What follows belongs to an exercise in optimizing a design on an open flow for small area and a short achievable clock period; a production flow would make more cautious choices.
Function was checked by simulation only, so behaviour that the tests miss may differ from the original.
Power figures rest on the tool's default switching activity, not on a simulated workload.

==> flow/design.v <==
module ALU(
    input  logic [31:0] A,
    input  logic [31:0] B,
    input  logic [8:0]  op,
    input  logic        sub,       
    output logic [31:0] Result,
    output logic        Zero,
    output logic        negative
);
    logic [31:0] sum, shl, shr;
    logic        lt;
    assign sum = A + (B ^ {32{sub}}) + {31'b0, sub};
    assign lt  = (A[31] ^ B[31]) ? A[31] : sum[31];
    assign shl = A << B[4:0];
    assign shr = $signed({op[8] & A[31], A}) >>> B[4:0];
    assign Result = {32{op[0] | op[1]}} & sum
                  | {32{op[2]}}         & {31'b0, lt}
                  | {32{op[3]}}         & (A ^ B)
                  | {32{op[4]}}         & (A & B)
                  | {32{op[5]}}         & (A | B)
                  | {32{op[6]}}         & shl
                  | {32{op[7] | op[8]}} & shr;
    assign Zero     = (A == B);
    assign negative = Result[31];
endmodule
module Control_Unit(
    input  logic [6:0] opcode,
    output logic       branch,
    output logic       mem_read,
    output logic       mem_to_register,
    output logic [1:0] ALU_op,
    output logic       mem_write,
    output logic       ALU_src,
    output logic       Reg_write,
    output logic       is_store
);
    logic r, i, l, s, b;
    assign r = (opcode == 7'h33);
    assign i = (opcode == 7'h13);
    assign l = (opcode == 7'h03);
    assign s = (opcode == 7'h23);
    assign b = (opcode == 7'h63);
    assign branch          = b;
    assign mem_read        = l;
    assign mem_to_register = l;
    assign mem_write       = s;
    assign ALU_src         = i | l | s;
    assign Reg_write       = r | i | l;
    assign ALU_op          = {r | i | l, i | l | b};
    assign is_store        = s;
endmodule
module ALU_ctrl_unit (
    input  logic [1:0] alu_op,
    input  logic [2:0] funct3,
    input  logic [6:0] funct7,
    output logic [8:0] op
);
    always_comb begin
        op = 9'b0;
        case (alu_op)
            2'b00: op[0] = 1'b1;
            2'b01: op[1] = 1'b1;
            2'b10: begin
                if (funct7 == 7'h00)
                    case (funct3)
                        3'b000: op[0] = 1'b1;
                        3'b001: op[6] = 1'b1;
                        3'b010: op[2] = 1'b1;
                        3'b100: op[3] = 1'b1;
                        3'b101: op[7] = 1'b1;
                        3'b110: op[5] = 1'b1;
                        3'b111: op[4] = 1'b1;
                        default: ;
                    endcase
                else if (funct7 == 7'h20)
                    case (funct3)
                        3'b000: op[1] = 1'b1;
                        3'b101: op[8] = 1'b1;
                        default: ;
                    endcase
            end
            default: begin
                case (funct3)
                    3'b000: op[0] = 1'b1;
                    3'b001: op[6] = 1'b1;
                    3'b010: op[2] = 1'b1;
                    3'b011: op[8] = 1'b1;
                    3'b100: op[3] = 1'b1;
                    3'b101: if (funct7[5]) op[8] = 1'b1; else op[7] = 1'b1;
                    3'b110: op[5] = 1'b1;
                    3'b111: op[4] = 1'b1;
                endcase
            end
        endcase
    end
endmodule
module Register_file(
    input  logic        clk,
    input  logic        rst,
    input  logic [4:0]  read_reg1,
    input  logic [4:0]  read_reg2,
    input  logic [4:0]  write_reg,
    input  logic [31:0] write_data,
    input  logic        reg_write,
    output logic [31:0] read_data1,
    output logic [31:0] read_data2
);
    logic [31:0] t1 [1:31];
    logic [31:0] t2 [1:31];
    genvar g;
    generate
        for (g = 1; g < 32; g = g + 1) begin : r
            logic [31:0] q;
            logic        v;
            logic        s1, s2;
            always_ff @(posedge clk)
                if (reg_write && write_reg == g) q <= write_data;
            always_ff @(posedge clk or posedge rst)
                if (rst) v <= 1'b0;
                else if (reg_write && write_reg == g) v <= 1'b1;
            assign s1 = (read_reg1 == g);
            assign s2 = (read_reg2 == g);
            assign t1[g] = {32{s1 & v}} & q | {32{s1 & ~v}} & 32'(g);
            assign t2[g] = {32{s2 & v}} & q | {32{s2 & ~v}} & 32'(g);
        end
    endgenerate
    always_comb begin
        read_data1 = 32'b0;
        read_data2 = 32'b0;
        for (int i = 1; i < 32; i = i + 1) begin
            read_data1 = read_data1 | t1[i];
            read_data2 = read_data2 | t2[i];
        end
    end
endmodule
module Risc_V(
    input  logic        clk,
    input  logic        rst,
    output logic [31:0] imem_addr,
    input  logic [31:0] imem_data,
    output logic [31:0] dmem_addr,
    output logic [31:0] dmem_wdata,
    output logic        dmem_we,
    output logic        dmem_re,
    input  logic [31:0] dmem_rdata,
    output logic        wb_we,
    output logic [4:0]  wb_rd,
    output logic [31:0] wb_data
);
    logic [31:1] pc, pc_d1, pc_d2;
    logic [31:0] ir1;
    logic        rw2, mtr2, src2, br2, mr2, mw2, ld2;
    logic [1:0]  aluop2;
    logic [4:0]  rd2;
    logic [2:0]  f3_2;
    logic [8:0]  op2;
    logic        sub2;
    logic        fa_mem, fa_wb, fb_mem, fb_wb;
    logic [1:0]  sws2;
    logic [31:0] imm2, rs1v, rs2v;
    logic        rw3, mtr3, br3, mr3, mw3, z3, n3;
    logic [4:0]  rd3;
    logic [2:0]  f3_3;
    logic [31:0] res3, st3;
    logic [31:1] bpc;
    logic        rw4;
    logic [4:0]  rd4;
    logic [31:0] wd4;
    logic       br1, mr1, mtr1, mw1, src1, rw1, st1;
    logic [1:0] aluop1;
    Control_Unit control_unit_inst (
        .opcode(ir1[6:0]), .branch(br1), .mem_read(mr1), .mem_to_register(mtr1),
        .ALU_op(aluop1), .mem_write(mw1), .ALU_src(src1), .Reg_write(rw1),
        .is_store(st1)
    );
    logic [4:0] rs1, rs2, rd1;
    assign rs1 = ir1[19:15];
    assign rs2 = ir1[24:20];
    assign rd1 = ir1[11:7];
    logic [31:0] imm1;
    assign imm1 = st1 ? {{20{ir1[31]}}, ir1[31:25], ir1[11:7]} :
                  br1 ? {{19{ir1[31]}}, ir1[31], ir1[7], ir1[30:25], ir1[11:8], 1'b0} :
                        {{20{ir1[31]}}, ir1[31:20]};
    logic flush, stall, taken;
    assign flush = br3 & z3;
    assign stall = ~st1 & mr2 & ((rd2 == rs1) | (rd2 == rs2));
    logic [31:0] rf1, rf2;
    Register_file reg_file_inst (
        .clk(clk), .rst(rst),
        .read_reg1(rs1), .read_reg2(rs2),
        .write_reg(rd4), .write_data(wd4), .reg_write(rw4),
        .read_data1(rf1), .read_data2(rf2)
    );
    logic [1:0] aluop2_n;
    logic [8:0] op_n;
    assign aluop2_n = stall ? aluop2 : (flush ? 2'b00 : aluop1);
    ALU_ctrl_unit alu_ctrl_unit_inst (
        .alu_op(aluop2_n),
        .funct3(flush ? 3'b0 : ir1[14:12]),
        .funct7(flush ? 7'b0 : ir1[31:25]),
        .op(op_n)
    );
    logic w3, w4;                         
    assign w3 = rw2 & (rd2 != 5'd0);
    assign w4 = rw3 & (rd3 != 5'd0);
    logic fa_mem_n, fa_wb_n, fb_mem_n, fb_wb_n;
    assign fa_mem_n = ~flush & w3 & (rd2 == rs1);
    assign fa_wb_n  = ~flush & w4 & (rd3 == rs1);
    assign fb_mem_n = ~flush & w3 & (rd2 == rs2);
    assign fb_wb_n  = ~flush & w4 & (rd3 == rs2);
    logic [1:0] sws_n;
    always_comb begin
        if (flush | ~st1)                          sws_n = 2'b00;
        else if (ld2 & (rd2 != 5'd0))              sws_n = 2'b11;
        else if ((rd2 != 5'd0) & (rd2 == rs2))     sws_n = 2'b01;
        else if ((rd3 != 5'd0) & (rd3 == rs2))     sws_n = 2'b10;
        else                                       sws_n = 2'b00;
    end
    logic [31:0] A, B, Bf, result;
    logic        zero, negative;
    assign A  = fa_mem ? res3 : fa_wb ? wd4 : rs1v;
    assign Bf = fb_mem ? res3 : fb_wb ? wd4 : rs2v;
    assign B  = src2 ? imm2 : Bf;
    ALU alu_inst (
        .A(A), .B(B), .op(op2), .sub(sub2),
        .Result(result), .Zero(zero), .negative(negative)
    );
    logic [31:0] st_n;
    assign st_n = (sws2 == 2'b11) ? dmem_rdata :
                  (sws2 == 2'b10) ? wd4 :
                  (sws2 == 2'b01) ? res3 : rs2v;
    always_comb begin
        case (f3_3)
            3'b000:  taken = br3 & z3;
            3'b001:  taken = br3 & ~z3;
            3'b100:  taken = br3 & n3;
            3'b101:  taken = br3 & ~n3;
            default: taken = 1'b0;
        endcase
    end
    assign imem_addr  = {pc, 1'b0};
    assign dmem_addr  = res3;
    assign dmem_wdata = st3;
    assign dmem_we    = mw3;
    assign dmem_re    = mr3;
    assign wb_we      = rw4;
    assign wb_rd      = rd4;
    assign wb_data    = wd4;
    always_ff @(posedge clk or posedge rst) begin
        if (rst) pc <= 31'b0;
        else if (!stall) pc <= taken ? bpc : {pc[31:2] + 30'd1, pc[1]};
    end
    always_ff @(posedge clk) begin
        pc_d1 <= pc;
        pc_d2 <= pc_d1;
        bpc   <= pc_d2 + imm2[31:1];
        imm2  <= imm1;
        rs1v  <= rf1;
        rs2v  <= rf2;
        res3  <= result;
        st3   <= st_n;
        wd4   <= mtr3 ? dmem_rdata : res3;
    end
    always_ff @(posedge clk or posedge rst) begin
        if (rst) begin
            ir1 <= 32'b0;
            rw2 <= 1'b0; mtr2 <= 1'b0; src2 <= 1'b0; br2 <= 1'b0;
            mr2 <= 1'b0; mw2 <= 1'b0; ld2 <= 1'b0; aluop2 <= 2'b00;
            rd2 <= 5'd0; f3_2 <= 3'd0;
            op2 <= 9'b1; sub2 <= 1'b0;
            fa_mem <= 1'b0; fa_wb <= 1'b0; fb_mem <= 1'b0; fb_wb <= 1'b0;
            sws2 <= 2'b00;
            rw3 <= 1'b0; mtr3 <= 1'b0; br3 <= 1'b0; mr3 <= 1'b0; mw3 <= 1'b0;
            z3 <= 1'b0; n3 <= 1'b0; rd3 <= 5'd0; f3_3 <= 3'd0;
            rw4 <= 1'b0; rd4 <= 5'd0;
        end else begin
            if (!stall) ir1 <= flush ? 32'b0 : imem_data;
            rw2 <= ~stall & ~flush & rw1;
            br2 <= ~stall & ~flush & br1;
            mr2 <= ~stall & ~flush & mr1;
            mw2 <= ~stall & ~flush & mw1;
            if (!stall) begin
                mtr2 <= ~flush & mtr1;
                src2 <= ~flush & src1;
            end
            aluop2 <= aluop2_n;
            ld2  <= ~flush & mr1;
            rd2  <= flush ? 5'd0 : rd1;
            f3_2 <= flush ? 3'd0 : ir1[14:12];
            op2  <= op_n;
            sub2 <= op_n[1] | op_n[2];
            fa_mem <= fa_mem_n; fa_wb <= fa_wb_n;
            fb_mem <= fb_mem_n; fb_wb <= fb_wb_n;
            sws2 <= sws_n;
            rw3  <= ~flush & rw2;
            mtr3 <= ~flush & mtr2;
            br3  <= ~flush & br2;
            mr3  <= ~flush & mr2;
            mw3  <= mw2;
            z3   <= zero;
            n3   <= negative;
            rd3  <= rd2;
            f3_3 <= f3_2;
            rw4 <= rw3;
            rd4 <= rd3;
        end
    end
endmodule
==> flow/run.sh <==
#!/bin/bash
# synth_recipe.tcl (not shown) runs the flow's synth.tcl, then flattens the netlist and writes it again
# the make line also repeats each setting of config.mk as NAME=value (left out here)
make -C /OpenROAD-flow-scripts/flow DESIGN_CONFIG=/design/flow/config.mk WORK_HOME=/design/flow/orfs CLKGATE_MAP_FILE= SYNTH_SCRIPT=/design/flow/synth_recipe.tcl finish
==> flow/config.mk <==
export PLATFORM = sky130hd
export DESIGN_NAME = Risc_V
export DESIGN_NICKNAME = Risc_V
export VERILOG_FILES = /design/flow/design.v
export SDC_FILE = /design/flow/constraint.sdc
export NUM_CORES = 4
export LEC_CHECK = 0
export CAP_MARGIN = 20
export CORE_MARGIN = 2
export CORE_UTILIZATION = 40
export SLEW_MARGIN = 20
==> flow/constraint.sdc <==
create_clock -name core_clock -period 8.0 [get_ports {clk}]
set_input_delay 1.6000 -clock core_clock [delete_from_list [all_inputs] [get_ports {clk}]]
set_output_delay 1.6000 -clock core_clock [all_outputs]
set_load 0.01 [all_outputs]
==> results of run 1 <==
layout by cell type (no fill, tap or decap), types with 92 or more instances in the layout:
cell type,synthesis,final
nand4_1,116,116
a221oi_1,244,244
a22o_1,233,233
edfxtp_1,992,992
buf_4,1,142
nor2_1,191,159
clkbuf_16,0,148
a21oi_1,199,199
dfxtp_1,266,266
nand3_1,182,182
ha_1,130,130
a22oi_1,329,329
nor3_1,92,92
mux2i_1,187,186
o21ai_0,169,167
a222oi_1,114,114
clkdlybuf4s50_1,0,200
dfrtp_1,147,137
nand2_1,418,417
critical path, stage by stage, from the launching register on:
cell and delay [ns]:
dfrtp_2 0.49, buf_4 0.47, nor2b_1 0.10, a211oi_1 0.24, o31a_2 0.17, buf_4 0.53, xnor2_1 0.15, ha_1 0.37
and3_1 0.17, a221oi_1 0.58, o21ai_0 0.36, a2111oi_0 0.51, buf_4 0.22, o31ai_1 0.20, a221oi_1 0.40, xnor2_1 0.16
nand2_1 0.08, nand4_1 0.09
sequential cells by signal, indices dropped and copies added, names as in the netlist, 32 cells and up:
name and count:
ir1 32, reg_file_inst.r.q 992, res3 32, rs1v 32, rs2v 32, st3 32
wd4 32
per-stage QoR:
stage	instance area, um^2	power [uW]	utilization (%)
5_1_grt	74000	17100	46.2
2_1_floorplan	64300	9100	-
3_3_place_gp	69000	9740	43.1
3_5_place_dp	69000	9740	43.1
6_report	74000	16700	46.2
4_1_cts	74000	16600	46.2
cells by family (layout without fill, tap and decap cells):
kind of cell	Yosys count	count (layout)	synth area share, %
AND/OR/NAND/NOR	1252	1252	9.36
flip-flops	1406	1406	60.3
multiplexers	264	264	4.83
XOR/XNOR	106	106	1.44
adder cells (fa/ha/maj)	132	132	2.59
buffers and inverters	499	702	2.96
AO/OA/AOI/OAI	1582	1582	18.5
other	1	9	0.00583
power groups by stage:
stage / sequential (uW) / combinational (uW) / clock (uW)
CTS: 8230 / 1370 / 7030
floorplan: 8400 / 699 / 0
detailed placement: 8380 / 1360 / 0
finish: 8230 / 1410 / 7030
global placement: 8370 / 1360 / 0
global route: 8250 / 1490 / 7320
path summary, 6_finish.rpt:
check	from	end	slack, ns	cells after the start
worst max-delay path	fb_wb	res3[26]	2.60	17
worst min-delay path	pc_d1[14]	pc_d2[14]	0.32	0
worst max register to register	fb_wb	res3[26]	2.60	17
worst min register to register	pc_d1[14]	pc_d2[14]	0.32	0
max in group asynchronous	rst	sub2	5.12	3
min in group asynchronous	rst	ir1[16]	1.38	2
layout make-up:
class / count / area (um^2) / share of cell area, %
Clock buffer: 185 / 3960 / 5.36
Multi-Input combinational cell: 3337 / 24100 / 32.5
Clock inverter: 83 / 977 / 1.32
Sequential cell: 1406 / 38800 / 52.5
Tap cell: 2160 / 2700 / 3.65
Timing Repair Buffer: 342 / 3070 / 4.15
Antenna cell: 8 / 20.0 / 0.0271
Inverter: 92 / 350 / 0.474
per-layer routing:
metal	up-vias	wire, um	global-route usage (%)
met4	12	23900	22.3
met2	5550	119000	49.1
met3	1316	51800	14.9
li1	21000	-	-
met5	-	86	0.446
met1	26600	112000	48.2
==> impl_metrics.csv, run 1 <==
group,metric,value,unit
status,status,"complete, no violations",
drt,drt-initial-drc-count,12900,
critical_path,endpoint_kind,"flip-flop",
synth,synth_most_common_cell,"edfxtp_1",
clocking,hold_buffers,0,
floorplan,die_h,405,um
power,power.clock.fraction,42.2,%
drt,drt_pass1_iterations,13,
sta,fmax,185,MHz
power,p_leak,0.0283,uW
clocking,worstSkewPairLatency,0.83,ns
worst_hold_path,hp-class,"reg2reg",
sta,max_slew_margin,18.6,%
floorplan,initial_core_util,40.2,%
synth,ys_seq_area_share,60.3,%
synth,synthTopCellsByArea,"edfxtp_1, dfxtp_1, dfrtp_1",
floorplan,ioPinCount,202,
clocking,cts-resized-gates,0,
synth,async_flop_share,10.5,%
clocking,cts_buffer_depth,3,
clocking,path_clk_slew,0.07,ns
floorplan,fp.dieArea,164000,um^2
sta,period_needed,5.40,ns
synth,avgSynthCellArea,12.3,um^2
power,powerDensity,225,nW/um^2
drt,vias,54500,
placed_design,port_buffers,200,
synth,synth_top_area_cell,"edfxtp_1",
cells_and_area,final_nets,5523,
synth,synth_common_cells,"edfxtp_1, nand2_1, a22oi_1",
synth,synth_flop_cell,"edfxtp_1",
placed_design,place_hpwl,168000,um
critical_path,critPathMaxFanout,56,
synth,synth_nets,5440,
power,internal_power,12400,uW
cells_and_area,area_delta_synth_final,15.0,%
global_route,first_global_vias,51700,
global_route,grt_max_degree,89,
clocking,cts-root-buf,"clkbuf_16",
drt,post_drt_wl_per_cell,40.3,um
clocking,cts_buffers,146,
cells_and_area,n_fill_cell,14400,
placed_design,place_congestion,0.963,
floorplan,core,160000,um^2
sta,slew_violations,0,
power,p_switching,4220,uW
clocking,cts.sinks,1406,
sta,setup_violations,0,
sta,rsz0062_at_grt,"false",
synth,synth_edf_count,992,
power,p_sw_share,25.3,%
synth,ys_warn_count,5,
drt,routed_wl,307000,um
sta,finalSetupTns,0,ns
flow_run,maxCapViolations,0,
power,combPwrFrac,8.5,%
cells_and_area,final-instance-count-excl-fill,7613,
power,ir_drop,0.195,mV
placed_design,placed_cells,7336,
floorplan,die_x,405,um
synth,synthesis.area,64300,um^2
sta,fin_crit_sh,67.6,%
global_route,grt_remaining_overflow,0,
clocking,htreeDepth,4,
critical_path,critPathLaunchType,"flip-flop",
synth,ys_ff_latch,1406,
clocking,cts_tree,"done",
critical_path,cp.required,8.72,ns
floorplan,rows,147,
sta,worstMarginPinSlew,1.22,ns
sta,setup_ws,2.60,ns
global_route,grt_pass1_wl,414000,um
clocking,post_cts_buffers,0,
global_route,grt_antenna_before_repair,11,
sta,hold_viol,0,
synth,syn-instance-count,5242,
global_route,grt_use_total,36.4,%
placed_design,dp_slack,2.69,ns
drt,drc,0,
critical_path,critPathArrivalTime,6.13,ns
cells_and_area,layout-drive-gt1-share,11.3,%
sta,finClkSkew,0.0711,ns
sta,whs,0.317,ns
synth,synth_top_area_share,46.3,%
critical_path,path_class,"reg2reg",
synth,ys_types,82,
power,seq_power_share,49.4,%
drt,ant_nets,0,
drt,vias_per_cell,7.16,
==> run 2: changes to the inputs <==
--- a/flow/design.v
+++ b/flow/design.v
@@ -147,7 +147,7 @@
     output logic [4:0]  wb_rd,
     output logic [31:0] wb_data
 );
-    logic [31:1] pc, pc_d1, pc_d2;
+    logic [31:1] pc, pc_d1, bpc_x;
     logic [31:0] ir1;
     logic        rw2, mtr2, src2, br2, mr2, mw2, ld2;
     logic [1:0]  aluop2;
@@ -155,9 +155,8 @@
     logic [2:0]  f3_2;
     logic [8:0]  op2;
     logic        sub2;
-    logic        fa_mem, fa_wb, fb_mem, fb_wb;
-    logic [1:0]  sws2;
-    logic [31:0] imm2, rs1v, rs2v;
+    logic        fa_mem, b_mem, sw_ld, sw_mem;
+    logic [31:0] aop, bop, sdat;
     logic        rw3, mtr3, br3, mr3, mw3, z3, n3;
     logic [4:0]  rd3;
     logic [2:0]  f3_3;
@@ -209,6 +208,10 @@
     assign fb_mem_n = ~flush & w3 & (rd2 == rs2);
     assign fb_wb_n  = ~flush & w4 & (rd3 == rs2);
     logic [1:0] sws_n;
+    logic       src2_n;
+    logic [31:0] wd_n;                    
+    assign src2_n = stall ? src2 : (~flush & src1);
+    assign wd_n   = mtr3 ? dmem_rdata : res3;
     always_comb begin
         if (flush | ~st1)                          sws_n = 2'b00;
         else if (ld2 & (rd2 != 5'd0))              sws_n = 2'b11;
@@ -216,19 +219,16 @@
         else if ((rd3 != 5'd0) & (rd3 == rs2))     sws_n = 2'b10;
         else                                       sws_n = 2'b00;
     end
-    logic [31:0] A, B, Bf, result;
+    logic [31:0] A, B, result;
     logic        zero, negative;
-    assign A  = fa_mem ? res3 : fa_wb ? wd4 : rs1v;
-    assign Bf = fb_mem ? res3 : fb_wb ? wd4 : rs2v;
-    assign B  = src2 ? imm2 : Bf;
+    assign A = fa_mem ? res3 : aop;
+    assign B = b_mem  ? res3 : bop;
     ALU alu_inst (
         .A(A), .B(B), .op(op2), .sub(sub2),
         .Result(result), .Zero(zero), .negative(negative)
     );
     logic [31:0] st_n;
-    assign st_n = (sws2 == 2'b11) ? dmem_rdata :
-                  (sws2 == 2'b10) ? wd4 :
-                  (sws2 == 2'b01) ? res3 : rs2v;
+    assign st_n = sw_ld ? dmem_rdata : sw_mem ? res3 : sdat;
     always_comb begin
         case (f3_3)
             3'b000:  taken = br3 & z3;
@@ -252,14 +252,14 @@
     end
     always_ff @(posedge clk) begin
         pc_d1 <= pc;
-        pc_d2 <= pc_d1;
-        bpc   <= pc_d2 + imm2[31:1];
-        imm2  <= imm1;
-        rs1v  <= rf1;
-        rs2v  <= rf2;
+        bpc_x <= pc_d1 + imm1[31:1];
+        bpc   <= bpc_x;
+        aop   <= fa_wb_n ? wd_n : rf1;
+        bop   <= src2_n ? imm1 : fb_wb_n ? wd_n : rf2;
+        sdat  <= (sws_n == 2'b10) ? wd_n : rf2;
         res3  <= result;
         st3   <= st_n;
-        wd4   <= mtr3 ? dmem_rdata : res3;
+        wd4   <= wd_n;
     end
     always_ff @(posedge clk or posedge rst) begin
         if (rst) begin
@@ -268,8 +268,7 @@
             mr2 <= 1'b0; mw2 <= 1'b0; ld2 <= 1'b0; aluop2 <= 2'b00;
             rd2 <= 5'd0; f3_2 <= 3'd0;
             op2 <= 9'b1; sub2 <= 1'b0;
-            fa_mem <= 1'b0; fa_wb <= 1'b0; fb_mem <= 1'b0; fb_wb <= 1'b0;
-            sws2 <= 2'b00;
+            fa_mem <= 1'b0; b_mem <= 1'b0; sw_ld <= 1'b0; sw_mem <= 1'b0;
             rw3 <= 1'b0; mtr3 <= 1'b0; br3 <= 1'b0; mr3 <= 1'b0; mw3 <= 1'b0;
             z3 <= 1'b0; n3 <= 1'b0; rd3 <= 5'd0; f3_3 <= 3'd0;
             rw4 <= 1'b0; rd4 <= 5'd0;
@@ -279,19 +278,18 @@
             br2 <= ~stall & ~flush & br1;
             mr2 <= ~stall & ~flush & mr1;
             mw2 <= ~stall & ~flush & mw1;
-            if (!stall) begin
-                mtr2 <= ~flush & mtr1;
-                src2 <= ~flush & src1;
-            end
+            if (!stall) mtr2 <= ~flush & mtr1;
+            src2 <= src2_n;
             aluop2 <= aluop2_n;
             ld2  <= ~flush & mr1;
             rd2  <= flush ? 5'd0 : rd1;
             f3_2 <= flush ? 3'd0 : ir1[14:12];
             op2  <= op_n;
             sub2 <= op_n[1] | op_n[2];
-            fa_mem <= fa_mem_n; fa_wb <= fa_wb_n;
-            fb_mem <= fb_mem_n; fb_wb <= fb_wb_n;
-            sws2 <= sws_n;
+            fa_mem <= fa_mem_n;
+            b_mem  <= ~src2_n & fb_mem_n;
+            sw_ld  <= (sws_n == 2'b11);
+            sw_mem <= (sws_n == 2'b01);
             rw3  <= ~flush & rw2;
             mtr3 <= ~flush & mtr2;
             br3  <= ~flush & br2;
--- a/flow/config.mk
+++ b/flow/config.mk
@@ -8,4 +8,5 @@
 export CAP_MARGIN = 20
 export CORE_MARGIN = 2
 export CORE_UTILIZATION = 40
+export SETUP_SLACK_MARGIN = 4.5
 export SLEW_MARGIN = 20
==> impl_metrics.csv, run 2 <==
group,metric,value,unit
drt,post_drt_wl_per_cell,39.9,um
cells_and_area,largest_reg_flops,992,
cells_and_area,final_nets,5898,
synth,synthesis.area,65000,um^2
clocking,path_clk_slew,0.06,ns
global_route,grt_remaining_overflow,0,
floorplan,die_x,407,um
clocking,worstSkewPairLatency,0.83,ns
synth,ys_warn_count,5,
placed_design,place_area,70000,um^2
drt,routed_wl,319000,um
critical_path,path_class,"reg2reg",
cells_and_area,area_delta_synth_final,20.6,%
sta,hold_viol,0,
floorplan,core,161000,um^2
floorplan,ioPinCount,202,
clocking,cts_buffer_depth,3,
critical_path,cp.required,8.69,ns
cells_and_area,layout_common_cells,"edfxtp_1, nand2_1, a22oi_1, o21ai_0, dfxtp_1",
cells_and_area,regMostFlops,"reg_file_inst.r.q",
global_route,met2_usage,54.0,%
synth,synth_top_area_share,45.8,%
critical_path,critPathArrivalTime,4.33,ns
clocking,cts.sinks,1423,
status,status,"complete, no violations",
placed_design,port_buffers,200,
clocking,cts-root-buf,"clkbuf_16",
cells_and_area,n_fill_cell,14100,
sta,finalSetupTns,0,ns
worst_hold_path,whs_path_depth,0,
sta,fin_crit_sh,45.6,%
synth,ys_ff_latch,1423,
synth,synthTopCellsByArea,"edfxtp_1, dfxtp_1, dfrtp_1",
floorplan,rows,147,
synth,ys_seq_area_share,60.2,%
synth,synth_common_cells,"edfxtp_1, nand2_1, a22oi_1",
global_route,grt_antenna_before_repair,19,
power,p_leak,0.0283,uW
sta,setup_violations,0,
global_route,grt_max_degree,147,
critical_path,cp_cell_sequence,"buf_4 -> buf_4 -> mux2i_4 -> buf_4 -> clkbuf_8 -> mux2_2 -> nor2_1 -> a21oi_1 -> o21ai_0 -> a21oi_1 -> a2111oi_0 -> o211ai_1",
power,powerDensity,227,nW/um^2
synth,async_flop_share,10.3,%
power,ir_drop,0.162,mV
critical_path,endpoint_kind,"flip-flop",
floorplan,die_h,407,um
worst_hold_path,hp-class,"reg2reg",
sta,worstMarginPinSlew,1.21,ns
sta,finClkSkew,0.0371,ns
floorplan,initial_core_util,40.4,%
synth,ys_types,83,
placed_design,place_hpwl,183000,um
synth,syn-instance-count,5459,
critical_path,critPathMaxFanout,53,
global_route,use_met1,44.8,%
critical_path,slowest_stage,"a2111oi_0",
synth,synth_top_area_cell,"edfxtp_1",
drt,vias,57200,
cells_and_area,layout-drive-gt1-share,17.4,%
global_route,use_met3,15.8,%
drt,vias_per_cell,7.16,
cells_and_area,final_common_cell,"edfxtp_1",
drt,drc,0,
cells_and_area,fin_area,78400,um^2
clocking,cts_tree,"done",
global_route,grt.busiest_layer,"met2",
sta,period_needed,3.65,ns
global_route,first_global_vias,53200,
synth,synth_flop_cell,"edfxtp_1",
critical_path,reg2regPathDepth,12,
sta,rsz0062_at_grt,"true",
global_route,grt_use_total,37.1,%
sta,fmax,274,MHz
critical_path,cpMostUsedCell,"buf_4",
synth,avgSynthCellArea,11.9,um^2
clocking,cts_buffers,150,
flow_run,maxCapViolations,0,
critical_path,critPathLaunchType,"flip-flop",
critical_path,critPathMaxStageDelay,0.55,ns
drt,drt_pass1_iterations,14,
sta,slew_violations,0,
floorplan,fp.dieArea,166000,um^2
drt,ant_nets,0,
clocking,htreeDepth,4,
synth,synth_edf_count,992,
sta,max_slew_margin,16.8,%
placed_design,place_congestion,1.02,
drt,drt-initial-drc-count,12800,
synth,synth_most_common_cell,"edfxtp_1",
global_route,grt_pass1_wl,427000,um
synth,synth_nets,5657,
-- run 2: cell count changes in the layout (fill, tap and decap cells not counted), sizes merged, moves of 25 or more --
cell,previous run,this run
buf,142,286
o21ai,171,269
a22oi,329,393
a21oi,199,247
nor2,191,237
o21a,54,12
a22o,233,194
o22ai,56,17
a31oi,14,49
clkdlybuf4s50,200,166
a221oi,245,212
mux4,32,2
dlygate4sd2,0,28
nand4,116,141
-- run 2: critical path, delay by kind of cell, from the launching register on --
family	cells	cell delay [ns]
simple gates	1	0.09
mux	2	0.72
compound gates	5	1.34
buf+inv	4	0.91
flops	1	0.42
-- run 2: cells by family after synthesis --
group | Yosys count | share of synthesized area, %
AOI/OAI and AO/OA | 1714 | 19.2
DFF | 1423 | 60.2
muxes | 235 | 3.74
other | 1 | 0.00577
adders and majority gates | 132 | 2.56
and+or+nand+nor | 1346 | 9.98
xor gates and xnor gates | 96 | 1.29
buffers and inverters | 512 | 3.02
-- run 2: cell type report --
cell class / instances / area (um^2) / share of cell area, %
Antenna cell: 6 / 15.0 / 0.0192
Clock buffer: 196 / 4100 / 5.23
Clock inverter: 85 / 1130 / 1.44
Inverter: 106 / 408 / 0.520
Multi-Input combinational cell: 3525 / 26000 / 33.1
Sequential cell: 1423 / 39300 / 50.2
Tap cell: 2160 / 2700 / 3.45
Timing Repair Buffer: 494 / 4740 / 6.05
-- run 2: path summary, 6_finish.rpt --
check | endpoint | slack (ns) | startpoint
max | res3[25] | 4.35 | b_mem
min | bpc[11] | 0.32 | bpc_x[11]
max reg2reg | res3[25] | 4.35 | b_mem
min reg2reg | bpc[11] | 0.32 | bpc_x[11]
max in group asynchronous | rd4[4] | 5.88 | rst
min in group asynchronous | pc[28] | 1.31 | rst
-- run 2: power breakdown --
part	switching [uW]	leakage [uW]	internal, uW
registers	285	0.0135	8260
logic	1120	0.0123	690
clock network	3190	0.00254	4260
-- run 2: repair_timing --
item | CTS | global route
resized for setup | 329 | 218
hold buffers | 0 | 0
setup endpoints to repair | 207 | 119
pin swaps | 17 | 57
cloned | 9 | 3
setup buffers | 43 | 63
-- run 2: through the flow --
step | total power, uW | setup slack, ns | std cells | hold slack, ns | util (%)
after global placement | 10200 | 3.32 | 7588 | 0.311 | 43.5
after floorplan | 9440 | 4.44 | 5459 | 0.310 | -
final | 17800 | 4.35 | 7995 | 0.323 | 48.7
after detailed placement | 10200 | 3.22 | 7589 | 0.312 | 43.5
after global routing | 18200 | 4.17 | 7990 | 0.328 | 48.7
after CTS | 17600 | 4.35 | 7922 | 0.324 | 47.7
-- run 2: metal layers --
layer / vias to the layer above / wire, um
met3: 1636 / 51300
met5: - / 522
met2: 5759 / 133000
met1: 27700 / 107000
met4: 18 / 27000
li1: 22100 / -
==> run 3: changes to the inputs <==
--- a/flow/config.mk
+++ b/flow/config.mk
@@ -7,6 +7,7 @@
 export LEC_CHECK = 0
 export CAP_MARGIN = 20
 export CORE_MARGIN = 2
-export CORE_UTILIZATION = 40
+export CORE_UTILIZATION = 60
 export SETUP_SLACK_MARGIN = 4.5
 export SLEW_MARGIN = 20
+export TNS_END_PERCENT = 10
==> impl_metrics.csv, run 3 <==
group,metric,value,unit
sta,fin_crit_sh,48.8,%
floorplan,die_x,333,um
global_route,grt_max_degree,72,
global_route,grt_remaining_overflow,0,
critical_path,path_class,"reg2reg",
cells_and_area,area_delta_synth_final,17.2,%
flow_run,maxCapViolations,0,
clocking,path_clk_slew,0.06,ns
synth,ys_warn_count,5,
critical_path,critPathMaxFanout,21,
drt,ant_nets,0,
clocking,cts_tree,"done",
power,power,17400,uW
global_route,first_global_vias,53200,
drt,vias,58600,
drt,vias_per_cell,8.17,
power,powerDensity,229,nW/um^2
cells_and_area,regMostFlops,"reg_file_inst.r.q",
worst_hold_path,hp-class,"reg2reg",
sta,rsz0062_at_grt,"true",
synth,synth_most_common_cell,"edfxtp_1",
synth,synth_flop_cell,"edfxtp_1",
drt,drc,0,
drt,drt-initial-drc-count,14900,
placed_design,placed_cells,6813,
power,p_leak,0.0278,uW
cells_and_area,final_common_cell,"edfxtp_1",
sta,period_needed,3.91,ns
sta,setup_violations,0,
drt,routed_wl,303000,um
synth,ys_types,83,
critical_path,cp.required,8.63,ns
sta,finalSetupTns,0,ns
status,status,"complete, no violations",
placed_design,port_buffers,200,
clocking,cts-root-buf,"clkbuf_16",
cells_and_area,final-instance-count-excl-fill,7175,
worst_hold_path,whs_path_depth,0,
sta,slew_violations,0,
placed_design,dp_slack,3.50,ns
cells_and_area,final_nets,5838,
synth,synth_top_area_cell,"edfxtp_1",
drt,drt_pass1_iterations,22,
critical_path,critPathLaunchType,"flip-flop",
clocking,worstSkewPairLatency,0.81,ns
synth,ys_ff_latch,1423,
sta,setup_ws,4.09,ns
critical_path,critPathArrivalTime,4.54,ns
clocking,cts.sinks,1423,
synth,synthesis.area,65000,um^2
cells_and_area,layout-drive-gt1-share,14.6,%
placed_design,place_congestion,1.03,
synth,synth_top_area_share,45.8,%
synth,async_flop_share,10.3,%
power,ir_drop,0.286,mV
critical_path,endpoint_kind,"flip-flop",
global_route,grt_use_total,52.9,%
clocking,cts_buffers,145,
synth,avgSynthCellArea,11.9,um^2
cells_and_area,n_fill_cell,7454,
sta,worstMarginPinSlew,1.26,ns
drt,post_drt_wl_per_cell,42.3,um
placed_design,place_hpwl,172000,um
critical_path,reg2regPathDepth,8,
cells_and_area,largest_reg_flops,992,
floorplan,rows,120,
synth,synth_common_cells,"edfxtp_1, nand2_1, a22oi_1",
synth,syn-instance-count,5459,
global_route,grt_antenna_before_repair,14,
global_route,grt_pass1_wl,410000,um
synth,ys_seq_area_share,60.2,%
synth,synthTopCellsByArea,"edfxtp_1, dfxtp_1, dfrtp_1",
sta,max_slew_margin,16.0,%
floorplan,fp.dieArea,111000,um^2
cells_and_area,layout_common_cells,"edfxtp_1, nand2_1, a22oi_1, dfxtp_1, o21ai_0",
clocking,htreeDepth,4,
floorplan,core,107000,um^2
sta,finClkSkew,0.0580,ns
floorplan,die_h,333,um
sta,fmax,256,MHz
floorplan,initial_core_util,60.6,%
floorplan,ioPinCount,202,
clocking,cts_buffer_depth,3,
synth,synth_nets,5657,
sta,hold_viol,0,
synth,synth_edf_count,992,
-- run 3: timing repair --
action	CTS	global route
gates cloned	13	0
resized for setup	218	93
endpoints found under the setup margin	200	196
hold buffers	0	0
setup buffers	43	24
pin swaps	35	29
-- run 3: cells by family (layout without fill, tap and decap cells) --
| logic type | after synthesis | after routing | share of synthesized area [%] |
|---|---|---|---|
| adder cells (fa/ha/maj) | 132 | 132 | 2.56 |
| buffers and inverters | 512 | 816 | 3.02 |
| XOR/XNOR | 96 | 96 | 1.29 |
| AO/OA/AOI/OAI | 1714 | 1714 | 19.2 |
| other | 1 | 10 | 0.00577 |
| AND/OR/NAND/NOR | 1346 | 1346 | 9.98 |
| flip-flops | 1423 | 1423 | 60.2 |
| multiplexers | 235 | 235 | 3.74 |
-- run 3: final timing paths --
check,slack [ns],to,start
max,4.09,aop[7],ir1[17]
min,0.30,bpc[4],bpc_x[4]
min in group asynchronous,1.09,pc[13],rst
min reg2reg,0.30,bpc[4],bpc_x[4]
max reg2reg,4.09,aop[7],ir1[17]
max in group asynchronous,5.55,ir1[18],rst
-- run 3: layout make-up --
cell class | count | area [um^2] | area share (%)
flip-flops and latches | 1423 | 39200 | 51.5
multi-input cells | 3524 | 25400 | 33.3
repair buffers | 440 | 4290 | 5.63
clock buffers | 181 | 3980 | 5.23
well taps | 1403 | 1760 | 2.31
clock inverters | 89 | 1070 | 1.41
inverters | 106 | 405 | 0.532
diodes | 9 | 22.5 | 0.0296
-- run 3: per-layer routing --
layer | vias up | GRT usage (%) | share of wire (%)
met4 | 39 | 35.9 | 9.7
met1 | 27600 | 63.3 | 31
met5 | - | 1.65 | 0.23
met2 | 6863 | 72.7 | 39
met3 | 2158 | 29.0 | 20
li1 | 22000 | - | -
-- run 3: power breakdown --
part	internal (uW)	leakage, uW	switching [uW]	total [uW]
Sequential	8250	0.0135	334	8590
Combinational	650	0.0119	1040	1690
Clock	4050	0.00246	3120	7170
-- run 3: critical path: stages, from the launching register on --
cell and delay, ns:
dfrtp_2 0.56, nor2_1 0.63, and4_2 0.78, buf_4 0.67, a22oi_1 0.23, nand4_1 0.17, a2111oi_0 0.08, nand4_1 0.14
o22a_1 0.48
-- run 3: metrics by stage --
| stage | hold WS, ns | area, um^2 | utilization [%] |
|---|---|---|---|
| floorplan | 0.310 | 65000 | - |
| global placement | 0.311 | 68800 | 64.2 |
| detailed placement | 0.312 | 68800 | 64.2 |
| CTS | 0.309 | 75500 | 70.4 |
| global route | 0.328 | 76100 | 71.0 |
| finish | 0.304 | 76200 | 71.0 |
==> run 4: changes to the inputs <==
--- a/flow/design.v
+++ b/flow/design.v
@@ -1,26 +1,46 @@
 module ALU(
     input  logic [31:0] A,
-    input  logic [31:0] B,
+    input  logic [31:0] B,         
     input  logic [8:0]  op,
     input  logic        sub,       
     output logic [31:0] Result,
     output logic        Zero,
     output logic        negative
 );
-    logic [31:0] sum, shl, shr;
+    logic [31:0] bx, p0, g0, sum, shl, shr;
     logic        lt;
-    assign sum = A + (B ^ {32{sub}}) + {31'b0, sub};
-    assign lt  = (A[31] ^ B[31]) ? A[31] : sum[31];
+    assign bx = B;
+    assign p0 = A ^ bx;
+    assign g0 = A & bx;
+    logic [32*6-1:0] G, P;
+    assign G[31:0] = {g0[31:1], g0[0] | (p0[0] & sub)};
+    assign P[31:0] = p0;
+    genvar l, i;
+    generate
+        for (l = 0; l < 5; l = l + 1) begin : lvl
+            for (i = 0; i < 32; i = i + 1) begin : bit_
+                if (i >= (1 << l)) begin : op_
+                    assign G[32*(l+1)+i] = G[32*l+i] | (P[32*l+i] & G[32*l+i-(1<<l)]);
+                    assign P[32*(l+1)+i] = P[32*l+i] & P[32*l+i-(1<<l)];
+                end else begin : pass
+                    assign G[32*(l+1)+i] = G[32*l+i];
+                    assign P[32*(l+1)+i] = P[32*l+i];
+                end
+            end
+        end
+    endgenerate
+    assign sum = p0 ^ {G[32*5+30 -: 31], sub};
+    assign lt  = (A[31] ^ B[31] ^ sub) ? A[31] : sum[31];
     assign shl = A << B[4:0];
     assign shr = $signed({op[8] & A[31], A}) >>> B[4:0];
     assign Result = {32{op[0] | op[1]}} & sum
                   | {32{op[2]}}         & {31'b0, lt}
-                  | {32{op[3]}}         & (A ^ B)
-                  | {32{op[4]}}         & (A & B)
-                  | {32{op[5]}}         & (A | B)
+                  | {32{op[3]}}         & p0
+                  | {32{op[4]}}         & g0
+                  | {32{op[5]}}         & (p0 | g0)
                   | {32{op[6]}}         & shl
                   | {32{op[7] | op[8]}} & shr;
-    assign Zero     = (A == B);
+    assign Zero     = sub ? (&p0) : ~(|p0);
     assign negative = Result[31];
 endmodule
 module Control_Unit(
@@ -155,7 +175,7 @@
     logic [2:0]  f3_2;
     logic [8:0]  op2;
     logic        sub2;
-    logic        fa_mem, b_mem, sw_ld, sw_mem;
+    logic        sw_ld, sw_mem;
     logic [31:0] aop, bop, sdat;
     logic        rw3, mtr3, br3, mr3, mw3, z3, n3;
     logic [4:0]  rd3;
@@ -178,7 +198,6 @@
     assign rd1 = ir1[11:7];
     logic [31:0] imm1;
     assign imm1 = st1 ? {{20{ir1[31]}}, ir1[31:25], ir1[11:7]} :
-                  br1 ? {{19{ir1[31]}}, ir1[31], ir1[7], ir1[30:25], ir1[11:8], 1'b0} :
                         {{20{ir1[31]}}, ir1[31:20]};
     logic flush, stall, taken;
     assign flush = br3 & z3;
@@ -192,6 +211,8 @@
     );
     logic [1:0] aluop2_n;
     logic [8:0] op_n;
+    logic       sub_n;
+    assign sub_n = op_n[1] | op_n[2];
     assign aluop2_n = stall ? aluop2 : (flush ? 2'b00 : aluop1);
     ALU_ctrl_unit alu_ctrl_unit_inst (
         .alu_op(aluop2_n),
@@ -221,8 +242,8 @@
     end
     logic [31:0] A, B, result;
     logic        zero, negative;
-    assign A = fa_mem ? res3 : aop;
-    assign B = b_mem  ? res3 : bop;
+    assign A = aop;
+    assign B = bop;
     ALU alu_inst (
         .A(A), .B(B), .op(op2), .sub(sub2),
         .Result(result), .Zero(zero), .negative(negative)
@@ -252,10 +273,10 @@
     end
     always_ff @(posedge clk) begin
         pc_d1 <= pc;
-        bpc_x <= pc_d1 + imm1[31:1];
+        bpc_x <= pc_d1 + {{19{ir1[31]}}, ir1[31], ir1[7], ir1[30:25], ir1[11:8]};
         bpc   <= bpc_x;
-        aop   <= fa_wb_n ? wd_n : rf1;
-        bop   <= src2_n ? imm1 : fb_wb_n ? wd_n : rf2;
+        aop   <= fa_mem_n ? result : fa_wb_n ? wd_n : rf1;
+        bop   <= (src2_n ? imm1 : fb_mem_n ? result : fb_wb_n ? wd_n : rf2) ^ {32{sub_n}};
         sdat  <= (sws_n == 2'b10) ? wd_n : rf2;
         res3  <= result;
         st3   <= st_n;
@@ -268,7 +289,7 @@
             mr2 <= 1'b0; mw2 <= 1'b0; ld2 <= 1'b0; aluop2 <= 2'b00;
             rd2 <= 5'd0; f3_2 <= 3'd0;
             op2 <= 9'b1; sub2 <= 1'b0;
-            fa_mem <= 1'b0; b_mem <= 1'b0; sw_ld <= 1'b0; sw_mem <= 1'b0;
+            sw_ld <= 1'b0; sw_mem <= 1'b0;
             rw3 <= 1'b0; mtr3 <= 1'b0; br3 <= 1'b0; mr3 <= 1'b0; mw3 <= 1'b0;
             z3 <= 1'b0; n3 <= 1'b0; rd3 <= 5'd0; f3_3 <= 3'd0;
             rw4 <= 1'b0; rd4 <= 5'd0;
@@ -285,9 +306,7 @@
             rd2  <= flush ? 5'd0 : rd1;
             f3_2 <= flush ? 3'd0 : ir1[14:12];
             op2  <= op_n;
-            sub2 <= op_n[1] | op_n[2];
-            fa_mem <= fa_mem_n;
-            b_mem  <= ~src2_n & fb_mem_n;
+            sub2 <= sub_n;
             sw_ld  <= (sws_n == 2'b11);
             sw_mem <= (sws_n == 2'b01);
             rw3  <= ~flush & rw2;
--- a/flow/config.mk
+++ b/flow/config.mk
@@ -7,7 +7,8 @@
 export LEC_CHECK = 0
 export CAP_MARGIN = 20
 export CORE_MARGIN = 2
-export CORE_UTILIZATION = 60
-export SETUP_SLACK_MARGIN = 4.5
+export CORE_UTILIZATION = 50
+export CTS_CLUSTER_DIAMETER = 100
+export CTS_CLUSTER_SIZE = 20
+export SETUP_SLACK_MARGIN = 5
 export SLEW_MARGIN = 20
-export TNS_END_PERCENT = 10
==> impl_metrics.csv, run 4 <==
group,metric,value,unit
status,status,"complete, no violations",
floorplan,core,130000,um^2
cells_and_area,fin_area,82700,um^2
critical_path,cp_cell_sequence,"fa_2 -> inv_2 -> fa_2 -> nor2b_4 -> o31ai_4 -> a211oi_2 -> buf_4 -> o211ai_1 -> buf_4 -> a21oi_4 -> buf_4 -> buf_6 -> buf_6 -> o31ai_4 -> o211ai_1 -> nand2_1 -> a31oi_1 -> xnor2_1",
sta,rsz0062_at_grt,"true",
sta,whs,0.331,ns
clocking,htreeDepth,3,
critical_path,critPathArrivalTime,4.16,ns
sta,hold_viol,0,
critical_path,cp.required,8.62,ns
synth,synth_top_area_share,45.6,%
drt,vias,62300,
critical_path,endpoint_kind,"flip-flop",
sta,finalSetupTns,0,ns
sta,slew_violations,0,
clocking,worstSkewPairLatency,0.80,ns
power,p_leak,0.0298,uW
floorplan,rows,132,
placed_design,port_buffers,200,
synth,synth_flop_cell,"edfxtp_1",
critical_path,path_class,"reg2reg",
clocking,path_clk_slew,0.09,ns
synth,synthTopCellsByArea,"edfxtp_1, dfxtp_1, dfrtp_1",
critical_path,cp_top_family,"compound AO/OA/AOI/OAI gates",
global_route,grt_antenna_before_repair,32,
drt,vias_per_cell,8.02,
cells_and_area,area_delta_synth_final,26.6,%
drt,ant_nets,0,
synth,synth_nets,5475,
critical_path,critPathLaunchType,"flip-flop",
power,power.clock.fraction,30.1,%
clocking,cts-root-buf,"clkbuf_16",
clocking,cts_buffers,82,
critical_path,critPathMaxStageDelay,0.45,ns
power,internal_power,11300,uW
power,p_sw_share,26.8,%
synth,ys_seq_area_share,59.8,%
critical_path,critical_path_buf_inv_count,6,
sta,setup_ws,4.46,ns
placed_design,dp_slack,3.33,ns
global_route,first_global_vias,55500,
sta,finClkSkew,0.101,ns
synth,ys_warn_count,5,
clocking,cts.sinks,1421,
critical_path,slowest_stage,"dfrtp_2",
floorplan,die_h,366,um
sta,setup_violations,0,
worst_hold_path,hp-class,"reg2reg",
sta,period_needed,3.54,ns
clocking,cts_buffer_depth,3,
sta,max_slew_margin,18.8,%
cells_and_area,layout-drive-gt1-share,28.4,%
power,seq_power_share,55.0,%
sta,worstMarginPinSlew,1.22,ns
floorplan,initial_core_util,50.4,%
global_route,grt_pass1_wl,465000,um
cells_and_area,final_common_cell,"edfxtp_1",
synth,synth_most_common_cell,"edfxtp_1",
sta,fmax,282,MHz
sta,fin_crit_sh,44.3,%
synth,syn-instance-count,5306,
power,p_switching,4140,uW
synth,synth_common_cells,"edfxtp_1, a22oi_1, nand2_1",
synth,ys_ff_latch,1421,
drt,drt_pass1_iterations,16,
drt,drt-initial-drc-count,14900,
flow_run,maxCapViolations,0,
synth,async_flop_share,10.1,%
drt,drc,0,
synth,synth_edf_count,992,
placed_design,place_hpwl,173000,um
critical_path,critPathMaxFanout,5,
synth,ys_types,88,
synth,synth_top_area_cell,"edfxtp_1",
cells_and_area,regMostFlops,"reg_file_inst.r.q",
drt,post_drt_wl_per_cell,46.0,um
drt,routed_wl,357000,um
synth,avgSynthCellArea,12.3,um^2
floorplan,die_x,366,um
floorplan,fp.dieArea,134000,um^2
power,powerDensity,186,nW/um^2
cells_and_area,layout_common_cells,"edfxtp_1, buf_4, a22oi_1, nand2_1, a22o_1",
synth,synthesis.area,65400,um^2
placed_design,place_area,69300,um^2
global_route,grt_remaining_overflow,0,
floorplan,ioPinCount,202,
power,combPwrFrac,14.9,%
global_route,grt_max_degree,145,
power,ir_drop,0.216,mV
cells_and_area,final_nets,6088,
critical_path,cpMostUsedCell,"buf_4",
global_route,grt_use_total,51.4,%
clocking,cts_tree,"done",
cells_and_area,largest_reg_flops,992,
placed_design,place_congestion,0.991,
run 4: cell types whose count changed after synthesis, moves of 40 or more:
| cell | delta |
|---|---|
| inv_1 | +48 |
| nand2_1 | -140 |
| a22o_1 | +72 |
| a221oi_1 | +60 |
| mux4_2 | +63 |
| o21ai_0 | -40 |
| clkbuf_1 | -44 |
| o22ai_1 | +42 |
| a21oi_1 | -57 |
| mux2i_1 | -82 |
| buf_2 | +50 |
| nor3_1 | -46 |
run 4: area by class of cell:
| type | instances | area, um^2 |
|---|---|---|
| well taps | 1742 | 2180 |
| clock inverters | 10 | 171 |
| inverters | 154 | 629 |
| fillers | 9885 | 46900 |
| repair buffers | 929 | 10600 |
| multi-input cells | 3328 | 27300 |
| repair inverters | 3 | 28.8 |
| clock buffers | 135 | 2310 |
| flip-flops and latches | 1421 | 39400 |
| diodes | 40 | 100 |
run 4: layer usage:
metal	part of all wire (%)	global-route usage, %	routed length (um)	up-vias
met1	32	59.2	113000	29800
met4	11	39.2	40300	50
met5	0.40	5.23	1440	-
li1	-	-	-	22500
met3	18	28.7	63900	2619
met2	39	70.0	139000	7344
run 4: path summary, 6_finish.rpt:
| kind | cells past startpoint | endpoint | slack (ns) | startpoint |
|---|---|---|---|---|
| worst max-delay path | 18 | bop[26] | 4.46 | sub2 |
| worst min-delay path | 0 | bpc[4] | 0.33 | bpc_x[4] |
| worst max register to register | 18 | bop[26] | 4.46 | sub2 |
| worst min register to register | 0 | bpc[4] | 0.33 | bpc_x[4] |
| max in group asynchronous | 3 | ir1[23] | 5.81 | rst |
| min in group asynchronous | 3 | pc[29] | 1.46 | rst |
run 4: stage by stage:
stage          cells  util (%)  power [uW]
6_report        7762      63.8       15400
5_1_grt         7725      63.7       15700
4_1_cts         7556      61.5       15100
3_5_place_dp    6962      53.5       10200
3_3_place_gp    6962      53.5       10200
2_1_floorplan   5306         -        9460
run 4: cells by family after synthesis:
logic type / count (synthesis) / synth area share, %
AOI/OAI and AO/OA: 1704 / 19.3
xor gates and xnor gates: 98 / 1.31
adders and majority gates: 103 / 2.01
buffers and inverters: 579 / 3.67
DFF: 1421 / 59.8
muxes: 228 / 4.83
other: 1 / 0.00574
and+or+nand+nor: 1172 / 9.01
run 4: timing repair:
action                                   CTS  global route
buffers inserted                         385           154
gates resized for setup                 1142           308
hold buffers                               0             0
gates cloned                              64            12
pin swaps                                181           184
endpoints found under the setup margin   290           144
run 4: power groups by stage:
stage	Clock [uW]	Combinational, uW	Sequential, uW
5_1_grt	4840	2380	8480
3_3_place_gp	0	1470	8720
6_report	4640	2300	8460
2_1_floorplan	0	788	8670
4_1_cts	4580	2090	8450
3_5_place_dp	0	1480	8720
==> run 5: changes to the inputs <==
--- a/flow/config.mk
+++ b/flow/config.mk
@@ -7,8 +7,8 @@
 export LEC_CHECK = 0
 export CAP_MARGIN = 20
 export CORE_MARGIN = 2
-export CORE_UTILIZATION = 50
+export CORE_UTILIZATION = 40
 export CTS_CLUSTER_DIAMETER = 100
 export CTS_CLUSTER_SIZE = 20
-export SETUP_SLACK_MARGIN = 5
+export SETUP_SLACK_MARGIN = 4.8
 export SLEW_MARGIN = 20
==> impl_metrics.csv, run 5 <==
group,metric,value,unit
drt,post_drt_wl_per_cell,43.1,um
sta,fmax,275,MHz
sta,hold_viol,0,
cells_and_area,area_delta_synth_final,21.1,%
critical_path,cp-startpoint,"ir1[24]",
power,power,15100,uW
critical_path,cp_cell_sequence,"buf_4 -> nor4bb_4 -> and2_4 -> a221oi_2 -> nand4_1 -> or4b_4 -> nor2_2 -> a211oi_1 -> o22ai_1 -> xnor2_1",
synth,muxShareOfSynthArea,4.83,%
placed_design,placed_cells,7399,
global_route,grt_max_degree,67,
sta,rsz0062_at_grt,"true",
cells_and_area,final-instance-count-excl-fill,7925,
clocking,cts_buffer_depth,3,
critical_path,path_class,"reg2reg",
cells_and_area,largest_reg_flops,992,
critical_path,reg2regPathDepth,10,
synth,synth_common_cells,"edfxtp_1, a22oi_1, nand2_1",
synth,synthAdderAreaFrac,2.01,%
sta,finClkSkew,0.0721,ns
critical_path,slowest_stage,"nor4bb_4",
sta,fin_crit_sh,45.5,%
synth,synth_most_common_cell,"edfxtp_1",
sta,max_slew_margin,17.1,%
global_route,grt_use_total,38.1,%
critical_path,critPathMaxStageDelay,0.94,ns
cells_and_area,final_nets,5818,
clocking,cts_tree,"done",
synth,synth_top_area_cell,"edfxtp_1",
synth,synth_top_family_by_area,"compound AO/OA/AOI/OAI gates",
clocking,cts_buffers,83,
floorplan,fp.dieArea,167000,um^2
worst_hold_path,hp-class,"reg2reg",
placed_design,place_hpwl,171000,um
critical_path,critPathArrivalTime,4.27,ns
global_route,grt_remaining_overflow,0,
clocking,htreeDepth,3,
critical_path,cp_top_family,"simple AND/OR/NAND/NOR gates",
clocking,hold_buffers,0,
clocking,cts-root-buf,"clkbuf_16",
power,powerDensity,191,nW/um^2
synth,yosys.area_share.simple,9.01,%
synth,ys_types,88,
sta,slew_violations,0,
drt,drt_pass1_iterations,13,
sta,setup_violations,0,
critical_path,critical_path_buf_inv_count,1,
synth,syn-instance-count,5306,
cells_and_area,layout-drive-gt1-share,21.8,%
synth,synth_nets,5475,
global_route,first_global_vias,53500,
synth,ys_ff_latch,1421,
synth,avgSynthCellArea,12.3,um^2
power,p_leak,0.0281,uW
drt,drt-initial-drc-count,14000,
drt,vias_per_cell,7.46,
synth,synth_top_area_share,45.6,%
cells_and_area,fin_area,79200,um^2
floorplan,die_h,408,um
sta,finalSetupTns,0,ns
drt,vias,59100,
critical_path,rr_startpoint,"ir1[24]",
critical_path,crit_path_end,"bop[0]",
synth,async_flop_share,10.1,%
placed_design,place_area,69800,um^2
placed_design,place_congestion,1.04,
sta,period_needed,3.64,ns
synth,synth_edf_count,992,
status,status,"complete, no violations",
drt,routed_wl,341000,um
cells_and_area,final_common_cell,"edfxtp_1",
drt,drc,0,
critical_path,critPathMaxFanout,17,
drt,ant_nets,0,
placed_design,dp_slack,2.87,ns
sta,worstMarginPinSlew,1.24,ns
sta,setup_ws,4.36,ns
floorplan,die_x,408,um
floorplan,rows,148,
cells_and_area,regMostFlops,"reg_file_inst.r.q",
clocking,cts.sinks,1421,
floorplan,core,163000,um^2
synth,synth_compound_area_share,19.3,%
critical_path,rr_endpoint,"bop[0]",
synth,synthesis.area,65400,um^2
clocking,path_clk_slew,0.09,ns
synth,ys_seq_area_share,59.8,%
critical_path,r2r_slack,4.36,ns
global_route,grt_antenna_before_repair,27,
synth,ys_warn_count,5,
global_route,grt_pass1_wl,443000,um
clocking,worstSkewPairLatency,0.79,ns
synth,synth_xor_area_share,1.31,%
synth,synthTopCellsByArea,"edfxtp_1, dfxtp_1, dfrtp_1",
synth,synth_flop_cell,"edfxtp_1",
floorplan,initial_core_util,40.2,%
critical_path,cp.required,8.63,ns
critical_path,critPathLaunchType,"flip-flop",
cells_and_area,layout_common_cells,"edfxtp_1, a22oi_1, nand2_1, buf_4, a22o_1",
critical_path,crit_cells,10,
placed_design,port_buffers,200,
power,ir_drop,0.168,mV
critical_path,endpoint_kind,"flip-flop",
flow_run,maxCapViolations,0,
floorplan,ioPinCount,202,
==> run 5: cell counts after synthesis <==
No cell type changed its count.
==> run 5: through the flow <==
stage / util [%] / hold slack (ns)
2_1_floorplan: - / 0.310
3_3_place_gp: 42.9 / 0.310
3_5_place_dp: 42.9 / 0.313
4_1_cts: 47.3 / 0.330
5_1_grt: 48.7 / 0.328
6_report: 48.7 / 0.324
==> run 5: metal layers <==
layer  routed length, um  up-vias  GRT usage [%]
li1                    -    21900              -
met1              109000    28500           44.3
met2              137000     6577           54.2
met3               59100     2142           18.0
met4               36100       20           29.0
met5                 628        -           1.41
==> run 5: where the power goes <==
| part | leakage (uW) | total [uW] | internal, uW | switching (uW) |
|---|---|---|---|---|
| Combinational | 0.0135 | 1980 | 808 | 1180 |
| Clock | 0.00118 | 4630 | 2010 | 2630 |
| Sequential | 0.0134 | 8500 | 8260 | 242 |
==> run 5: repair_timing <==
action                                  in CTS  in global routing
setup buffers                              204                 84
pin swaps                                   64                108
gates cloned                                35                 17
endpoints found under the setup margin     279                 90
resized for setup                          724                222
==> run 5: layout make-up <==
cell class | count | area [um^2]
Antenna cell | 36 | 90.1
Clock buffer | 137 | 2280
Clock inverter | 13 | 229
Fill cell | 14300 | 83400
Inverter | 154 | 617
Multi-Input combinational cell | 3317 | 26200
Sequential cell | 1421 | 39400
Tap cell | 2175 | 2720
Timing Repair Buffer | 671 | 7690
Timing Repair inverter | 1 | 11.3
==> run 5: cells by family (layout without fill, tap and decap cells) <==
family	count (synthesis)	in the layout
xor gates and xnor gates	98	98
other	1	37
buffers and inverters	579	976
adders and majority gates	103	103
and+or+nand+nor	1172	1183
DFF	1421	1421
muxes	228	228
AOI/OAI and AO/OA	1704	1704
==> run 5: worst min path at each step <==
stage,start,end,slack (ns),cells past startpoint
detailed placement,bpc_x[1],bpc[1],0.31,0
global placement,bpc_x[22],bpc[22],0.31,0
floorplan,bpc_x[10],bpc[10],0.31,0
finish,bpc_x[27],bpc[27],0.32,0
global route,bpc_x[27],bpc[27],0.33,0
CTS,bpc_x[9],bpc[9],0.33,0
==> run 6: changes to the inputs <==
--- a/flow/design.v
+++ b/flow/design.v
@@ -200,8 +200,12 @@
     assign imm1 = st1 ? {{20{ir1[31]}}, ir1[31:25], ir1[11:7]} :
                         {{20{ir1[31]}}, ir1[31:20]};
     logic flush, stall, taken;
-    assign flush = br3 & z3;
-    assign stall = ~st1 & mr2 & ((rd2 == rs1) | (rd2 == rs2));
+    logic flush_q, stall_q;
+    assign flush = flush_q;               
+    assign stall = stall_q;               
+    logic stall_n;
+    assign stall_n = ~stall & ~flush & mr1 & (imem_data[6:0] != 7'h23) &
+                     ((rd1 == imem_data[19:15]) | (rd1 == imem_data[24:20]));
     logic [31:0] rf1, rf2;
     Register_file reg_file_inst (
         .clk(clk), .rst(rst),
@@ -293,7 +297,10 @@
             rw3 <= 1'b0; mtr3 <= 1'b0; br3 <= 1'b0; mr3 <= 1'b0; mw3 <= 1'b0;
             z3 <= 1'b0; n3 <= 1'b0; rd3 <= 5'd0; f3_3 <= 3'd0;
             rw4 <= 1'b0; rd4 <= 5'd0;
+            stall_q <= 1'b0; flush_q <= 1'b0;
         end else begin
+            stall_q <= stall_n;
+            flush_q <= ~flush & br2 & zero;
             if (!stall) ir1 <= flush ? 32'b0 : imem_data;
             rw2 <= ~stall & ~flush & rw1;
             br2 <= ~stall & ~flush & br1;
==> impl_metrics.csv, run 6 <==
group,metric,value,unit
sta,setup_violations,0,
power,p_leak,0.0295,uW
clocking,cts_buffer_depth,3,
floorplan,ioPinCount,202,
synth,synth_top_area_share,45.5,%
clocking,htreeDepth,3,
floorplan,fp.dieArea,167000,um^2
drt,drt_pass1_iterations,13,
power,ir_drop,0.213,mV
floorplan,rows,148,
sta,hold_viol,0,
synth,syn-instance-count,5342,
power,powerDensity,190,nW/um^2
cells_and_area,layout_common_cells,"edfxtp_1, a22oi_1, nand2_1, buf_4, dfxtp_1",
cells_and_area,multi_input_area,26600,um^2
sta,finalSetupTns,0,ns
sta,period_needed,3.49,ns
flow_run,maxCapViolations,0,
synth,ys_warn_count,5,
critical_path,endpoint_kind,"flip-flop",
synth,synthTopCellsByArea,"edfxtp_1, dfxtp_1, a22oi_1",
global_route,grt_antenna_before_repair,32,
drt,vias_per_cell,7.44,
floorplan,die_x,409,um
cells_and_area,area_delta_synth_final,22.3,%
synth,async_flop_share,10.3,%
clocking,path_clk_slew,0.09,ns
synth,synth_common_cells,"edfxtp_1, a22oi_1, nand2_1",
drt,drc,0,
sta,fmax,287,MHz
synth,avgSynthCellArea,12.3,um^2
placed_design,place_congestion,1.04,
global_route,first_global_vias,53500,
sta,slew_violations,0,
synth,synth_edf_count,992,
drt,ant_nets,0,
placed_design,place_hpwl,187000,um
floorplan,initial_core_util,40.3,%
synth,ys_ff_latch,1423,
clocking,cts.sinks,1423,
cells_and_area,final_common_cell,"edfxtp_1",
power,power,15200,uW
synth,synth_flop_cell,"edfxtp_1",
critical_path,path_class,"reg2reg",
synth,synth_most_common_cell,"edfxtp_1",
sta,worstMarginPinSlew,1.23,ns
global_route,grt_max_degree,84,
global_route,grt_pass1_wl,454000,um
cells_and_area,final_nets,5914,
floorplan,core,163000,um^2
synth,synthesis.area,65500,um^2
sta,fin_crit_sh,43.6,%
cells_and_area,layout-drive-gt1-share,22.8,%
status,status,"complete, no violations",
synth,synth_nets,5511,
placed_design,port_buffers,200,
synth,ys_types,88,
cells_and_area,largest_reg_flops,992,
critical_path,critPathArrivalTime,4.12,ns
sta,max_slew_margin,18.0,%
critical_path,critPathLaunchType,"flip-flop",
drt,drt-initial-drc-count,14200,
worst_hold_path,hp-class,"reg2reg",
cells_and_area,regArea,39400,um^2
critical_path,cp.required,8.63,ns
clocking,hold_buffers,0,
drt,routed_wl,353000,um
synth,synth_top_area_cell,"edfxtp_1",
drt,vias,59700,
clocking,cts_tree,"done",
sta,finClkSkew,0.0828,ns
sta,rsz0062_at_grt,"true",
global_route,grt_use_total,39.3,%
cells_and_area,n_fill_cell,14300,
cells_and_area,regMostFlops,"reg_file_inst.r.q",
clocking,cts-root-buf,"clkbuf_16",
clocking,cts_buffers,83,
critical_path,critPathMaxFanout,7,
clocking,worstSkewPairLatency,0.79,ns
synth,ys_seq_area_share,59.8,%
floorplan,die_h,409,um
drt,post_drt_wl_per_cell,43.9,um
global_route,grt_remaining_overflow,0,
==> run 6: cell count changes after synthesis, sizes merged, moves of 25 or more <==
cell,delta
mux2,+38
a22o,-95
inv,-25
nor4,+26
nor3,+36
a22oi,+173
o21ai,-53
o22a,+25
buf,-27
a221oi,-125
o22ai,-35
nand2,+51
==> run 6: power breakdown <==
part | leakage, uW | switching, uW | internal (uW)
Combinational | 0.0150 | 1260 | 841
Clock | 0.00117 | 2630 | 2000
Sequential | 0.0133 | 243 | 8260
Total | 0.0295 | 4130 | 11100
==> run 6: area by class of cell <==
type                    count  share of cell area [%]
diodes                     37                   0.116
inverters                 129                   0.680
repair inverters            1                  0.0109
repair buffers            714                    10.3
well taps                2175                    3.40
multi-input cells        3393                    33.2
clock inverters            13                   0.236
flip-flops and latches   1423                    49.2
clock buffers             139                    2.86
==> run 6: critical path, cell delays in order, from the launching register on <==
cell,delay (ns)
dfrtp_1,0.78
mux2i_1,0.27
a32oi_4,0.33
o2111ai_2,0.17
or4_4,0.45
or4_4,0.60
nor2_2,0.10
nor3_1,0.06
a211oi_2,0.18
a21oi_2,0.09
xnor2_4,0.31
==> run 6: final timing paths <==
path	from	end	slack (ns)	cells past startpoint
setup / recovery	reg_file_inst.r[12].v	bop[2]	4.51	10
hold / removal	bpc_x[26]	bpc[26]	0.33	0
setup reg to reg	reg_file_inst.r[12].v	bop[2]	4.51	10
hold reg to reg	bpc_x[26]	bpc[26]	0.33	0
max in group asynchronous	rst	flush_q	5.15	3
min in group asynchronous	rst	ir1[12]	1.39	2
==> run 6: routing by layer <==
metal / part of all wire, % / routed length (um) / track usage (%)
met4: 10 / 35700 / 28.1
met2: 39 / 137000 / 53.6
met3: 17 / 60600 / 17.0
met5: 0.066 / 234 / 0.316
met1: 34 / 119000 / 49.4
==> run 6: timing repair <==
item / 4_1_cts / 5_1_grt
cloned: 30 / 22
resized for setup: 749 / 341
setup endpoints to repair: 264 / 99
pin swaps: 70 / 111
setup buffers: 135 / 175
==> run 6: cells by family (layout without fill, tap and decap cells) <==
| logic type | Yosys count | after routing | synth area share [%] |
|---|---|---|---|
| and+or+nand+nor | 1327 | 1334 | 10.3 |
| adders and majority gates | 103 | 103 | 2.00 |
| DFF | 1423 | 1423 | 59.8 |
| buffers and inverters | 533 | 996 | 3.17 |
| other | 1 | 38 | 0.00573 |
| xor gates and xnor gates | 108 | 108 | 1.45 |
| AOI/OAI and AO/OA | 1595 | 1595 | 18.0 |
| muxes | 252 | 252 | 5.26 |
==> run 6: metrics by stage <==
step / setup WS (ns) / utilization (%) / cell area (um^2) / hold slack, ns / instances
floorplan: 4.57 / - / 65500 / 0.310 / 5342
global placement: 3.35 / 43.2 / 70200 / 0.311 / 7472
detailed placement: 3.35 / 43.2 / 70200 / 0.312 / 7473
CTS: 4.57 / 47.1 / 76500 / 0.321 / 7790
global route: 4.54 / 49.2 / 79900 / 0.325 / 7990
finish: 4.51 / 49.2 / 80000 / 0.330 / 8024

==> static timing again, ports no longer ideal <==
The results above use ideal ports. As a check the final layouts listed here were re-extracted and re-timed, cells and wires unchanged.
Step 1 sets driving cells, clkbuf_16 on the clock port and buf_2 on the other inputs (assumed; they add their load-dependent delay and slew).
Step 2 times the ports against the registers' clock, not the clock port: input delays grow and output delays shrink by t, the midpoint of the rising clock arrivals with the driver on.
Three values: ideal ports, drivers, drivers and shift; two values: the first two.
| run | shift t [ns] | slack for setup (ns) | worst hold slack (ns) | slew at the worst register clock pin (ns) | worst slew at a driven data input, ns |
|---|---|---|---|---|---|
| run 1 | 0.885 | 2.596 / 2.596 / 2.596 | 0.317 / 0.317 / 0.317 | 0.07 / 0.07 | 0.10 |
| run 2 | 0.896 | 4.350 / 4.339 / 4.132 | 0.323 / 0.323 / 0.323 | 0.07 / 0.07 | 0.09 |
| run 3 | 0.861 | 4.093 / 4.093 / 4.093 | 0.304 / 0.304 / 0.304 | 0.07 / 0.07 | 0.05 |
| run 4 | 0.837 | 4.456 / 4.456 / 4.030 | 0.331 / 0.331 / 0.331 | 0.10 / 0.10 | 0.10 |
| run 5 | 0.840 | 4.359 / 4.359 / 4.200 | 0.324 / 0.324 / 0.324 | 0.10 / 0.10 | 0.05 |
| run 6 | 0.826 | 4.510 / 4.510 / 4.364 | 0.330 / 0.330 / 0.330 | 0.10 / 0.10 | 0.06 |
After both steps setup and hold are still met in every run listed. For run 4, which loses most, drivers alone change the setup slack by 0.000 ns; drivers and shift together by -0.426 ns.
